Background: an optimization exercise with open tools, aiming at small area. Do not read the settings as production practice. RTL that was checked went through simulation tests only; none was proved equivalent to the original.

==> try-violet <==
==> flow/design.v <==
module sign_reg(key_value, is_op, is_clr, is_eq, is_dig, digit);
	input      [3:0] key_value;
	output           is_op, is_clr, is_eq, is_dig;
	output reg [3:0] digit;
assign is_op  = (key_value[1:0] == 2'b11);
assign is_clr = (key_value == 4'd12);
assign is_eq  = (key_value == 4'd14);
assign is_dig = ~is_op & ~is_clr & ~is_eq;
always @(*) begin
	case (key_value)
		4'd0:  digit = 4'd7;
		4'd1:  digit = 4'd8;
		4'd2:  digit = 4'd9;
		4'd4:  digit = 4'd4;
		4'd5:  digit = 4'd5;
		4'd6:  digit = 4'd6;
		4'd8:  digit = 4'd1;
		4'd9:  digit = 4'd2;
		4'd10: digit = 4'd3;
		default: digit = 4'd0;
	endcase
end
endmodule
module number_reg(bcd, bin);
	input  [11:0] bcd;
	output [9:0]  bin;
assign bin = bcd[11:8] * 7'd100 + bcd[7:4] * 4'd10 + bcd[3:0];
endmodule
module processor(d, cin, o);
	input  [23:0] d;
	input         cin;
	output [23:0] o;
	wire   [6:0]  cy;
function [4:0] step;       
	input [3:0] x;
	input       ci;
	case (x)
		4'd0: step = {1'b0, 3'd0, ci};
		4'd1: step = {1'b0, 3'd1, ci};
		4'd2: step = {1'b0, 3'd2, ci};
		4'd3: step = {1'b0, 3'd3, ci};
		4'd4: step = {1'b0, 3'd4, ci};
		4'd5: step = {1'b1, 3'd0, ci};
		4'd6: step = {1'b1, 3'd1, ci};
		4'd7: step = {1'b1, 3'd2, ci};
		4'd8: step = {1'b1, 3'd3, ci};
		4'd9: step = {1'b1, 3'd4, ci};
		default: step = ci ? 5'b00001 : 5'b01010;
	endcase
endfunction
assign cy[0] = cin;
genvar k;
generate
	for (k = 0; k < 5; k = k + 1) begin : g
		assign {cy[k+1], o[4*k +: 4]} = step(d[4*k +: 4], cy[k]);
	end
endgenerate
assign o[23:20] = (d[23:20] == 4'ha) ? (cy[5] ? 4'd1 : 4'ha) : {d[22:20], cy[5]};
endmodule
module drive_tube(dsp, seg);
	input  [23:0] dsp;
	output [47:0] seg;
	wire [111:0] t0 = {16'hf37c, 16'h5371, 16'h5145, 16'h836d, 16'h43fb, 16'h439f, 16'h83ed};
	wire [111:0] t1 = {16'h037c, 16'h0371, 16'h0145, 16'h036d, 16'h03fb, 16'h039f, 16'h03ed};
	genvar k, j;
generate
	for (j = 0; j < 7; j = j + 1) begin : s0
		assign seg[j] = t0[16*j + dsp[3:0]];
	end
	for (k = 1; k < 6; k = k + 1) begin : g
		for (j = 0; j < 7; j = j + 1) begin : s
			assign seg[8*k + j] = t1[16*j + dsp[4*k +: 4]];
		end
	end
	for (k = 0; k < 6; k = k + 1) begin : dp
		assign seg[8*k + 7] = 1'b0;
	end
endgenerate
endmodule
module calc_core(clk, rst, key_valid, key_value, ready, seg);
	input         clk;
	input         rst;
	input         key_valid;
	input  [3:0]  key_value;
	output        ready;
	output [47:0] seg;
	reg    [11:0] nd;     
	reg    [19:0] r;      
	reg    [23:0] dsp;    
	reg    [9:0]  acc;    
	reg           c;      
	reg           ar;     
	reg    [1:0]  op;     
	reg           busy;
	reg           ph;     
	reg           ld;     
	reg    [4:0]  cnt;
	wire          is_op, is_clr, is_eq, is_dig;
	wire   [3:0]  dv;
	wire   [9:0]  nb;
localparam [23:0] ZERO = 24'haaaaa0;    
assign ready = ~busy;
wire take = key_valid & ~busy;
sign_reg   u_key (.key_value(key_value), .is_op(is_op), .is_clr(is_clr),
                  .is_eq(is_eq), .is_dig(is_dig), .digit(dv));
number_reg u_nb  (.bcd(nd), .bin(nb));
wire        div  = ~ld & (op == 2'd3);
wire        mul  = ~ld & (op == 2'd2);
wire        sub  = ~ld & (op == 2'd1);
wire        rbit = (r[0] ^ sub) & ~ld;
wire [10:0] a_in = div ? {acc, r[19]} : {1'b0, acc};
wire [10:0] b_in = div ? ~{1'b0, nb} :
                   mul ? (r[0] ? {1'b0, nb} : 11'd0) : {10'd0, rbit};
wire [11:0] sum  = {1'b0, a_in} + {1'b0, b_in} + {11'd0, div};
wire        q    = sum[11];
wire [23:0] dd;
processor u_dd (.d(dsp), .cin(r[19]), .o(dd));
wire [11:0] nn  = {nd[7:0], dv};
wire        l2  = |nn[11:8];
wire        l1  = l2 | (|nn[7:4]);
wire [11:0] nds = {l2 ? nn[11:8] : 4'ha, l1 ? nn[7:4] : 4'ha, nn[3:0]};
always @(posedge clk) begin
	if (rst) begin
		nd   <= 12'd0;
		r    <= 20'd0;
		dsp  <= ZERO;
		c    <= 1'b0;
		ar   <= 1'b0;
		busy <= 1'b0;
	end
	else if (busy) begin
		cnt <= cnt + 5'd1;
		if (!ph) begin
			if (div) begin
				acc <= q ? sum[9:0] : a_in[9:0];
				r   <= {r[18:0], q};
			end
			else begin
				acc <= sum[10:1];
				r   <= {sum[0] ^ sub, r[19:1]};
			end
			if (cnt == 5'd19) begin
				cnt <= 5'd0;
				if (ld) busy <= 1'b0;
				else    ph   <= 1'b1;
			end
		end
		else begin
			dsp <= dd;
			r   <= {r[18:0], r[19]};
			if (cnt == 5'd19) busy <= 1'b0;
		end
	end
	else if (take) begin
		if (is_dig) begin
			nd <= nn;
			if (!c) dsp <= {12'haaa, nds};
			else if (dsp[3:2] == 2'b11) begin
				dsp  <= ZERO;
				busy <= 1'b1;
				ph   <= 1'b1;
				cnt  <= 5'd0;
			end
		end
		if (is_op) begin
			ar  <= 1'b1;
			op  <= key_value[3:2];
			nd  <= 12'd0;
			dsp <= {20'haaaaa, 2'b11, key_value[3:2]};
			acc <= nb;
			ld  <= 1'b1;
			cnt <= 5'd0;
			ph  <= 1'b0;
			if (!c) busy <= 1'b1;
		end
		if (is_clr) begin
			ar  <= 1'b0;
			c   <= 1'b0;
			r   <= 20'd0;
			nd  <= 12'd0;
			dsp <= ZERO;
		end
		if (is_eq) begin
			c    <= 1'b1;
			ld   <= 1'b0;
			cnt  <= 5'd0;
			ph   <= ~ar;
			busy <= 1'b1;
			dsp  <= ZERO;
			acc  <= op[1] ? 10'd0 : nb;
		end
	end
end
drive_tube u_tube (.dsp(dsp), .seg(seg));
endmodule
==> flow/flow/run.sh <==
#!/bin/bash
# Standard layout, logged.
bash standard.sh > standard.log 2>&1
==> flow/standard.sh <==
#!/bin/bash
# synth_recipe.tcl (not shown) runs the flow's synth.tcl, then flattens the netlist and writes it again
# the make line also repeats each setting of config.mk as NAME=value (left out here)
make -C /OpenROAD-flow-scripts/flow DESIGN_CONFIG=/design/flow/config.mk WORK_HOME=/design/flow/orfs CLKGATE_MAP_FILE= SYNTH_SCRIPT=/design/flow/synth_recipe.tcl "${@:-finish}"
==> flow/config.mk <==
export PLATFORM = sky130hd
export DESIGN_NAME = calc_core
export DESIGN_NICKNAME = calc_core
export VERILOG_FILES = /design/flow/design.v
export SDC_FILE = /design/flow/constraint.sdc
export NUM_CORES = 4
export LEC_CHECK = 0
export CAP_MARGIN = 20
export CORE_MARGIN = 2
export CORE_UTILIZATION = 40
export PLACE_DENSITY = 0.6
export SLEW_MARGIN = 20
==> flow/constraint.sdc <==
create_clock -name core_clock -period 60.0 [get_ports {clk}]
set_input_delay 12.0000 -clock core_clock [delete_from_list [all_inputs] [get_ports {clk}]]
set_output_delay 12.0000 -clock core_clock [all_outputs]
set_load 0.01 [all_outputs]
==> try-xenon (differences from try-violet) <==
==> flow/design.v, changed modules only <==
module processor(d, o);
	input  [23:0] d;
	output [23:0] o;
	genvar k;
generate
	for (k = 0; k < 5; k = k + 1) begin : g
		assign o[4*k +: 4] = (d[4*k +: 4] >= 4'd5) ? d[4*k +: 4] + 4'd3 : d[4*k +: 4];
	end
endgenerate
assign o[23:20] = d[23:20];
endmodule
module drive_tube(c, sym, ar, op, dsp, nd, seg);
	input         c, sym, ar;
	input  [1:0]  op;
	input  [23:0] dsp;
	input  [11:0] nd;
	output reg [47:0] seg;
	wire   [23:0] v = c ? dsp : {12'd0, nd};
	reg    [5:0]  lit;
	integer       k;
function [7:0] digit_seg;
	input [3:0] d;
	case (d)
		4'd0: digit_seg = 8'h3f;
		4'd1: digit_seg = 8'h06;
		4'd2: digit_seg = 8'h5b;
		4'd3: digit_seg = 8'h4f;
		4'd4: digit_seg = 8'h66;
		4'd5: digit_seg = 8'h6d;
		4'd6: digit_seg = 8'h7d;
		4'd7: digit_seg = 8'h07;
		4'd8: digit_seg = 8'h7f;
		4'd9: digit_seg = 8'h6f;
		default: digit_seg = 8'h00;
	endcase
endfunction
always @(*) begin
	lit[5] = |v[23:20];
	for (k = 4; k >= 1; k = k - 1)
		lit[k] = lit[k+1] | (|v[4*k +: 4]);
	lit[0] = 1'b1;
	seg = 48'd0;
	if (sym) begin
		if (!ar) seg[7:0] = 8'h3f;
		else case (op)
			2'd0: seg[7:0] = 8'h70;
			2'd1: seg[7:0] = 8'h40;
			2'd2: seg[7:0] = 8'h76;
			default: seg[7:0] = 8'h49;
		endcase
	end
	else
		for (k = 0; k < 6; k = k + 1)
			if (lit[k]) seg[8*k +: 8] = digit_seg(v[4*k +: 4]);
end
endmodule
module calc_core(clk, rst, key_valid, key_value, ready, seg);
	input         clk;
	input         rst;
	input         key_valid;
	input  [3:0]  key_value;
	output        ready;
	output [47:0] seg;
	reg    [11:0] nd;     
	reg    [19:0] r;      
	reg    [23:0] dsp;    
	reg    [9:0]  acc;    
	reg           c;      
	reg           sym;    
	reg           ar;     
	reg    [1:0]  op;     
	reg           busy;
	reg           ph;     
	reg           ld;     
	reg    [4:0]  cnt;
	wire          is_op, is_clr, is_eq, is_dig;
	wire   [3:0]  dv;
	wire   [9:0]  nb;
assign ready = ~busy;
wire take = key_valid & ~busy;
sign_reg   u_key (.key_value(key_value), .is_op(is_op), .is_clr(is_clr),
                  .is_eq(is_eq), .is_dig(is_dig), .digit(dv));
number_reg u_nb  (.bcd(nd), .bin(nb));
wire        div  = ~ld & (op == 2'd3);
wire        mul  = ~ld & (op == 2'd2);
wire        sub  = ~ld & (op == 2'd1);
wire        rbit = (r[0] ^ sub) & ~ld;
wire [10:0] a_in = div ? {acc, r[19]} : {1'b0, acc};
wire [10:0] b_in = div ? ~{1'b0, nb} :
                   mul ? (r[0] ? {1'b0, nb} : 11'd0) : {10'd0, rbit};
wire [11:0] sum  = {1'b0, a_in} + {1'b0, b_in} + {11'd0, div};
wire        q    = sum[11];
wire [23:0] dd;
processor u_dd (.d(dsp), .o(dd));
always @(posedge clk) begin
	if (rst) begin
		nd   <= 12'd0;
		r    <= 20'd0;
		c    <= 1'b0;
		sym  <= 1'b0;
		ar   <= 1'b0;
		busy <= 1'b0;
	end
	else if (busy) begin
		cnt <= cnt + 5'd1;
		if (!ph) begin
			if (div) begin
				acc <= q ? sum[9:0] : a_in[9:0];
				r   <= {r[18:0], q};
			end
			else begin
				acc <= sum[10:1];
				r   <= {sum[0] ^ sub, r[19:1]};
			end
			if (cnt == 5'd19) begin
				cnt <= 5'd0;
				if (ld) busy <= 1'b0;
				else    ph   <= 1'b1;
			end
		end
		else begin
			dsp <= {dd[22:0], r[19]};
			r   <= {r[18:0], r[19]};
			if (cnt == 5'd19) busy <= 1'b0;
		end
	end
	else if (take) begin
		if (is_dig) begin
			nd  <= {nd[7:0], dv};
			sym <= 1'b0;
		end
		if (is_op) begin
			ar  <= 1'b1;
			op  <= key_value[3:2];
			sym <= 1'b1;
			nd  <= 12'd0;
			acc <= nb;
			ld  <= 1'b1;
			cnt <= 5'd0;
			ph  <= 1'b0;
			if (!c) busy <= 1'b1;
		end
		if (is_clr) begin
			ar  <= 1'b0;
			c   <= 1'b0;
			r   <= 20'd0;
			nd  <= 12'd0;
			sym <= 1'b1;
		end
		if (is_eq) begin
			sym  <= 1'b0;
			c    <= 1'b1;
			ld   <= 1'b0;
			cnt  <= 5'd0;
			ph   <= ~ar;
			busy <= 1'b1;
			dsp  <= 24'd0;
			acc  <= op[1] ? 10'd0 : nb;
		end
	end
end
drive_tube u_tube (.c(c), .sym(sym), .ar(ar), .op(op), .dsp(dsp), .nd(nd), .seg(seg));
endmodule
==> flow/run.sh (new file) <==
#!/bin/bash
# synth_recipe.tcl (not shown) runs the flow's synth.tcl, then flattens the netlist and writes it again
# the make line also repeats each setting of config.mk as NAME=value (left out here)
make -C /OpenROAD-flow-scripts/flow DESIGN_CONFIG=/design/flow/config.mk WORK_HOME=/design/flow/orfs CLKGATE_MAP_FILE= SYNTH_SCRIPT=/design/flow/synth_recipe.tcl finish
removed: flow/flow/run.sh
removed: flow/standard.sh
==> results.txt <==
| quantity | try-violet | try-xenon |
|---|---|---|
| Startpoint types | primary input | flip-flop |
| Via-to-Cell Ratio | 5.45 | 5.31 |
| Status | timing/DRC/antenna clean | timing/DRC/antenna clean |
| Logic depth of the worst register-to-register path | 18 | 17 |
| Met2 capacity usage during global routing | 28.3% | 27.4% |
| Core Util, Final | 45.8% | 46.1% |
| Die Y-Extent | 136 um | 137 um |
| Reg-to-reg critical path endpoint | acc[5] | acc[8] |
| Pre-CTS setup slack | 45.37 ns | 44.91 ns |
| Startpoint of the worst register-to-register path | nd[5] | nd[7] |
| Cell area after placement | 7600 um2 | 7670 um2 |
| Slowest stage cell, crit path | sky130_fd_sc_hd__ha_1 | sky130_fd_sc_hd__dfxtp_2 |
| Levels on crit path | 7 | 9 |
| Routed via count | 6258 | 5801 |
| Finished Layout Cells | 1149 | 1092 |
| Fraction of standard cell area that is sequential | 22.2% | 25.3% |
| Total number of multi-input combinational cells | 710 | 659 |
| Number of buffers outside the clock class in the layout | 58 | 56 |
| Share of cells above drive strength 1 | 3.90% | 6.46% |
| Crit path buf inv count | 1 | 2 |
For try-violet, only the layout was checked, not whether the RTL still works.

-- re-timing with driven ports --
The flow's constraints put no driver on any port. The routed layouts listed below were extracted and timed again, unchanged, in two steps.
Step 1, drivers: a clkbuf_16 drives clk and a buf_2 each remaining input, both assumed.
Step 2 times the ports against the registers' clock, not the clock port: input delays grow and output delays shrink by t, the midpoint of the rising clock arrivals with the driver on.
Slacks: ideal / step 1 / step 2; pairs: ideal / step 1.
run | shift t [ns] | setup WS [ns] | hold WS [ns] | worst slew at a driven data input, ns | cell pins on the clock port's net
try-violet | 0.383 | 45.718 / 45.715 / 45.345 | 0.505 / 0.505 / 0.505 | 0.06 | 1
try-xenon | 0.390 | 44.533 / 44.492 / 44.882 | 0.501 / 0.501 / 0.501 | 0.03 | 1
After both steps setup and hold are still met in every run listed. For try-violet, which loses most, drivers alone change the setup slack by -0.003 ns; drivers and shift together by -0.373 ns.
